This design comes from an exercise in tuning for small area and a short achievable clock period on the open sky130 flow, not from production work. No run shown here included a check of the RTL's function; only the layout flow was run. The flow treats the clock pin as an ideal source, which a real chip does not have. Power is estimated from default activity; no workload was simulated.

## flow/design.v (module list and top-level ports; edited modules follow where they fit)
// module pe_mac: 1455 lines
// module pe_fa: 4 lines
// module pe_ha: 4 lines
module pe_mac #(
  parameter int WA       = 16,
  parameter int WB       = 16,
  parameter int ACCW     = 40,
  parameter int MULT_LAT = 1,
  parameter int ADD_LAT  = 0
) (
  input  logic                    clk,
  input  logic                    rst_n,
  input  logic                    in_valid,
  output logic                    in_ready,
  input  logic signed [WA-1:0]    a_in,
  input  logic signed [WB-1:0]    b_in,
  input  logic signed [ACCW-1:0]  psum_in,
  output logic                    out_valid,
  input  logic                    out_ready,
  output logic signed [WA-1:0]    a_out,
  output logic signed [WB-1:0]    b_out,
  output logic signed [ACCW-1:0]  psum_out
);
  // ...
==> flow/flow/run.sh <==
#!/bin/bash
# Own flow: the standard layout (standard.sh, unchanged synthesis) with
#  - the port buffers made of the smallest buffer cell (buf_1), and
#  - useful skew for the internal M registers (flow/skew.tcl, run as the
#    PRE_CTS_TCL hook: it wraps clock_tree_synthesis and delays the clock of
#    Ms/Mc, which have no path from an input or to an output).
set -euo pipefail
here=$(pwd)
export BUFFER_PORTS_ARGS="-buffer_cell sky130_fd_sc_hd__buf_1"
export PRE_CTS_TCL="$here/flow/skew.tcl"

export SKEW_CELLS="clkbuf_2 clkbuf_4"
export CTS_ARGS="-sink_clustering_enable -repair_clock_nets -buf_list sky130_fd_sc_hd__clkbuf_8 -dont_use_dummy_load"
bash standard.sh > standard.log 2>&1
==> flow/flow/skew.tcl <==
# Useful skew for the register-to-register paths A,B -> M -> S: the clock of
# the M registers (Ms, Mc), whose D and Q pins connect only to other
# registers through logic, is delayed by a chain of clock buffers after CTS,
# so the multiply stage borrows time from the accumulate stage.
rename clock_tree_synthesis my_cts_orig
proc clock_tree_synthesis {args} {
  my_cts_orig {*}$args
  # buffer cells of the delay chain, from the tree's leaf net to the registers
  set cells [expr {[info exists ::env(SKEW_CELLS)] ? $::env(SKEW_CELLS) : "clkbuf_2 clkbuf_4"}]
  set groups [dict create]
  foreach inst [get_cells -quiet {Ms[* Mc[*}] {
    set pin [get_pins -of_objects $inst -filter "name==CLK"]
    set net [get_nets -of_objects $pin]
    dict lappend groups [get_full_name $net] [list $pin [sta::sta_to_db_inst $inst]]
  }
  set block [ord::get_db_block]
  set k 0
  dict for {netname items} $groups {
    set xs 0; set ys 0; set pins {}
    foreach it $items {
      lappend pins [lindex $it 0]
      set bb [[lindex $it 1] getBBox]
      set xs [expr {$xs + (([$bb xMin] + [$bb xMax]) / 2)}]; set ys [expr {$ys + (([$bb yMin] + [$bb yMax]) / 2)}]
    }
    set n [llength $pins]
    set dbu [$block getDbUnitsPerMicron]
    set loc [list [expr {$xs / $n / double($dbu)}] [expr {$ys / $n / double($dbu)}]]
    set cur $netname
    # a stronger last buffer for a large group keeps the clock pin slew low
    set big [expr {[info exists ::env(SKEW_BIG)] ? $::env(SKEW_BIG) : 6}]
    set chain $cells
    if {$n > $big} { set chain [lreplace $chain end end clkbuf_8] }
    set s 0
    foreach cell $chain {
      insert_buffer -buffer_cell sky130_fd_sc_hd__$cell -net $cur -load_pins $pins -location $loc \
        -buffer_name skewbuf_${k}_$s -net_name skewnet_${k}_$s
      incr s
      set cur [get_full_name [get_nets -of_objects [lindex $pins 0]]]
    }
    puts "skew: $n M register clock pins of $netname behind $chain"
    incr k
  }
}
==> flow/standard.sh <==
#!/bin/bash
# synth_recipe.tcl (not shown) runs the flow's synth.tcl, then flattens the netlist and writes it again
# the make line also repeats each setting of config.mk as NAME=value (left out here)
make -C /OpenROAD-flow-scripts/flow DESIGN_CONFIG=/design/flow/config.mk WORK_HOME=/design/flow/orfs CLKGATE_MAP_FILE= SYNTH_SCRIPT=/design/flow/synth_recipe.tcl "${@:-finish}"
==> flow/config.mk <==
export PLATFORM = sky130hd
export DESIGN_NAME = pe_mac
export DESIGN_NICKNAME = pe_mac
export VERILOG_FILES = /design/flow/design.v
export SDC_FILE = /design/flow/constraint.sdc
export NUM_CORES = 4
export LEC_CHECK = 0
export ABC_AREA = 1
export CAP_MARGIN = 20
export CORE_MARGIN = 2
export CORE_UTILIZATION = 55
export CTS_BUF_LIST = sky130_fd_sc_hd__clkbuf_8
export SETUP_SLACK_MARGIN = 3.3
export SLEW_MARGIN = 20
export SYNTH_HIERARCHICAL = 1
export SYNTH_MINIMUM_KEEP_SIZE = 0
export TNS_END_PERCENT = 5
==> flow/constraint.sdc <==
create_clock -name core_clock -period 6.0 [get_ports {clk}]
set_input_delay 1.2000 -clock core_clock [delete_from_list [all_inputs] [get_ports {clk}]]
set_output_delay 1.2000 -clock core_clock [all_outputs]
set_load 0.01 [all_outputs]
==> flow_metrics.env, run 1 <==
export IMPL_antenna_cells=0
export IMPL_regToRegEndpoint="S[32]"
export IMPL_worst_pin_slew_ns=0.717
export IMPL_cpMostUsedCell="nand2_8"
export IMPL_finalHoldViolCount=0
export IMPL_fin_nets=1794
export IMPL_post_place_ws_ns=2.64
export IMPL_power_share_switching=0.385
export IMPL_nNonClkInverters=121
export IMPL_grt_setup_unrepaired="yes"
export IMPL_async_flop_share=0
export IMPL_seqCellArea_sq_um=3800
export IMPL_initial_core_util=0.562
export IMPL_hpwl_um=22800
export IMPL_design_area_sq_um=14200
export IMPL_startpoint="Mc[5]"
export IMPL_powerSeq_w=0.00159
export IMPL_cp_endpoint="S[32]"
export IMPL_critPathCaptureType="flip-flop"
export IMPL_status="no timing/DRC/antenna violations"
export IMPL_first_global_vias=9404
export IMPL_final_common_cell="nor2_1"
export IMPL_rr_worst_depth=13
export IMPL_yosysTopAreaCell="dfxtp_1"
export IMPL_die_x_um=154
export IMPL_dieArea_sq_um=23600
export IMPL_crit_buf_inv=1
export IMPL_rows=54
export IMPL_cts_hold_buf=0
export IMPL_dpl_cell_area_sq_um=13000
export IMPL_seq_share=0.267
export IMPL_dieHeight_um=154
==> inputs of run 2 (changes only) <==
--- a/flow/config.mk
+++ b/flow/config.mk
@@ -10,5 +10,5 @@
 export CORE_MARGIN = 2
-export CORE_UTILIZATION = 55
+export CORE_UTILIZATION = 68
 export CTS_BUF_LIST = sky130_fd_sc_hd__clkbuf_8
-export SETUP_SLACK_MARGIN = 3.3
+export SETUP_SLACK_MARGIN = 3.2
 export SLEW_MARGIN = 20
@@ -16,2 +16,2 @@
 export SYNTH_MINIMUM_KEEP_SIZE = 0
-export TNS_END_PERCENT = 5
+export TNS_END_PERCENT = 20
==> flow_metrics.env, run 2 <==
export IMPL_status="no timing/DRC/antenna violations"
export IMPL_synthToLayoutAreaGrowth_pct=12.4
export IMPL_totalWireLength_um=31300
export IMPL_antenna_cells=0
export IMPL_dr_pass1_iters=7
export IMPL_post_route_period_util=0.470
export IMPL_synth_edf_count=0
export IMPL_cp_cell_sequence="fa_1, ha_4, nand2_2, nand2_2, nand2_2, nand2_4, a21oi_4, nand2_8, nand2_8, nand2_8, fa_2, inv_2, nor2_1"
export IMPL_synth_top_family_by_area="adder cells"
export IMPL_drtIter0Drc=718
export IMPL_setup_viol=0
export IMPL_antenna_found_initial=0
export IMPL_timing_rr_start="Ms[9]"
export IMPL_synth_ff_type="dfxtp_1"
export IMPL_cts_tree="done"
export IMPL_setup_tns_ns=0
export IMPL_syn_num_nets=1618
export IMPL_power_frac_seq=0.374
export IMPL_grt_overflow=0
export IMPL_grt_pass1_wl_um=49400
export IMPL_final_min_clock_period_ns=2.82
export IMPL_muxShareOfSynthArea=0
export IMPL_p_int_w=0.00262
export IMPL_io_buffers=149
export IMPL_comb_power_share=0.429
export IMPL_mostFrequentLayoutCells="nor2_1, dfxtp_1, buf_1"
export IMPL_worstSetupPathType="reg2reg"
export IMPL_ioPinCount=150
export IMPL_async_flop_share=0
export IMPL_route_detailed_drc=0
export IMPL_avgViaCountPerCell=5.77
export IMPL_yosys_cell_count_top_type="dfxtp_1"
export IMPL_ys_seq_elements=186
export IMPL_peakVddDrop_mv=0.240
export IMPL_post_place_ws_ns=2.53
export IMPL_place_gp_congestion=0.940
export IMPL_slowest_stage="fa_1"
export IMPL_holdPathStages=1
export IMPL_drive_gt1_frac=0.132
export IMPL_reg_top3="P x40, S x40, Ms x31"
export IMPL_dieArea_sq_um=19200
export IMPL_clkTransAtPathRegs_ns=0.09
export IMPL_antenna_left=0
export IMPL_hpwl_um=22700
export IMPL_synth_common_cells="dfxtp_1, nor2_1, fa_1, xnor2_1, o22ai_1"
export IMPL_power_frac_clock=0.197
export IMPL_synth_xor_area_share=0.0997
export IMPL_yosys_area_share_simple=0.127
export IMPL_hold_path_class="reg2reg"
export IMPL_startpoint_type="flip-flop"
export IMPL_grt_use_total=0.324
export IMPL_initial_core_util=0.690
export IMPL_power_share_switching=0.390
export IMPL_maxCapViolations=0
export IMPL_slew_violations=0
export IMPL_cts_sinks=186
export IMPL_fmax_mhz=355
export IMPL_clk_latency_ns=0.71
export IMPL_grt_setup_unrepaired="yes"
export IMPL_critPathCaptureType="flip-flop"
export IMPL_regToRegEndpoint="S[32]"
export IMPL_wl_per_cell_um=18.0
export IMPL_cp_arrival_ns=3.21
export IMPL_yosysTopAreaCell="dfxtp_1"
export IMPL_ys_types=43
export IMPL_first_global_vias=9639
export IMPL_yosys_warnings=7
export IMPL_worst_pin_slew_ns=0.835
export IMPL_fin_nets=1766
export IMPL_rows=49
export IMPL_power_switching_w=0.00167
export IMPL_avgSynthCellArea_sq_um=9.05
export IMPL_final_setup_worst_slack_ns=3.18
export IMPL_dieHeight_um=139
export IMPL_rr_worst_depth=13
export IMPL_synth_fa_ha_area_frac=0.262
export IMPL_fin_worst_skew_ns=0.289
export IMPL_cts_buffers=17
export IMPL_critical_path_max_stage_delay_ns=0.58
export IMPL_synth_compound_area_frac=0.145
export IMPL_synth_top_area_frac=0.303
export IMPL_power_total_w=0.00429
export IMPL_syn_area_sq_um=12300
export IMPL_crit_fanout=4
export IMPL_power_density_nw_per_um2=310
export IMPL_dr_total_vias=10000
export IMPL_grt_max_degree=71
export IMPL_yosysSeqAreaShare=0.303
export IMPL_finalHoldViolCount=0
export IMPL_min_from="BT[7]"
export IMPL_core_area_sq_um=17800
export IMPL_relSlewSlack=0.443
export IMPL_reg2reg_slack_ns=3.18
export IMPL_syn_inst=1359
export IMPL_die_x_um=139
export IMPL_cp_required_ns=6.39
export IMPL_synth_area_leaders="dfxtp_1, fa_1, xnor2_1, o22ai_1, ha_1"
export IMPL_final_common_cell="nor2_1"
export IMPL_leakagePower_nw=5.80
export IMPL_holdPathEnd="Ms[30]"
-- run 2: cell counts after synthesis --
No cell type changed its count.
-- run 2: final cells by class, clock buffers not listed --
cell class / instances / area, sq um
multi-input combinational: 976 / 8040
sequential: 186 / 3780
inverter: 120 / 492
fill: 1267 / 4010
timing repair buffer: 185 / 831
tap: 229 / 287
timing repair inverter: 1 / 7.51
-- run 2: worst max-delay path: cells and delay by family (launching register included) --
kind	cells	cell delay [ns]
fa+ha+maj	3	1.36
flops	1	0.32
buf+inv	1	0.03
compound gates	1	0.19
simple gates	8	0.60
-- run 2: logic make-up (layout without fill, tap and decap cells) --
group | Yosys count | after routing
xor+xnor | 140 | 140
buf+inv | 198 | 343
flops | 186 | 186
simple gates | 351 | 352
fa+ha+maj | 183 | 183
compound gates | 301 | 301
-- run 2: timing repair --
action                     4_1_cts  5_1_grt
cloned                           1        1
hold endpoints to repair         0        0
gates resized for setup         43       45
setup buffers                    6       25
setup endpoints to repair       40       35
pin swaps                       13       20
hold buffers                     0        0
-- run 2: modules after synthesis, one instance, submodules excluded --
| module | cells | times used |
|---|---|---|
| pe_fa | 1 | 89 |
| pe_ha | 1 | 18 |
| pe_mac | 1252 | 1 |
-- run 2: how the worst max path moves through the flow --
stage	start	to	slack, ns
after floorplan	BN[6]	Ms[20]	3.14
after global placement	rst_n	S[36]	2.58
after detailed placement	rst_n	S[26]	2.53
after CTS	rst_n	S[26]	3.17
after global routing	Ms[17]	S[32]	3.10
final	Ms[9]	S[32]	3.18
-- run 2: routing by layer --
layer	vias up	share of wire	GRT usage	wire [um]
met5	-	0	0	0
met4	0	0.023	0.0806	706
met3	60	0.081	0.0707	2550
met2	437	0.45	0.516	14100
met1	4742	0.45	0.457	14000
li1	4773	-	-	-
-- run 2: power groups by stage --
| stage | Combinational, W | Clock (W) | Sequential [W] |
|---|---|---|---|
| global placement | 0.00155 | 0 | 0.00162 |
| global route | 0.00206 | 0.000904 | 0.00163 |
| floorplan | 0.00125 | 0 | 0.00158 |
| detailed placement | 0.00160 | 0 | 0.00163 |
| finish | 0.00184 | 0.000844 | 0.00160 |
| CTS | 0.00172 | 0.000859 | 0.00160 |
-- run 2: per-stage QoR --
| stage | cell area, sq um | hold slack, ns | std cells | utilization |
|---|---|---|---|---|
| global route | 13800 | 0.326 | 1734 | 0.775 |
| floorplan | 12400 | 0.390 | 1359 | - |
| CTS | 13500 | 0.286 | 1708 | 0.755 |
| global placement | 12900 | 0.398 | 1664 | 0.721 |
| finish | 13800 | 0.290 | 1734 | 0.775 |
| detailed placement | 12900 | 0.403 | 1664 | 0.721 |

-- what the ideal ports hide --
Ports are ideal in the flow. The routed layouts listed here were re-timed in OpenROAD. Step 1 assumes that a clkbuf_16 drives the clock port and a buf_2 every other input. Step 2, shift: input delay + t, output delay - t, t = (earliest + latest rising clock arrival at the registers) / 2. This alone moves slack from input paths to output paths. Three values: ideal, step 1, step 2; two values: the first two.
| run | t, ns | slack for setup (ns) | clock arrival spread, ns | cell pins on the clock port's net |
|---|---|---|---|---|
| run 1 | 0.601 | 3.143 / 3.143 / 2.810 | 0.301 / 0.301 | 1 |
| run 2 | 0.604 | 3.180 / 3.180 / 2.867 | 0.289 / 0.289 | 1 |
In run 1 the clock reaches the registers at very different times; t lies between them, and the last value is a rough guide only. For run 1, which loses most, drivers alone change the setup slack by 0.000 ns; drivers and shift together by -0.333 ns.
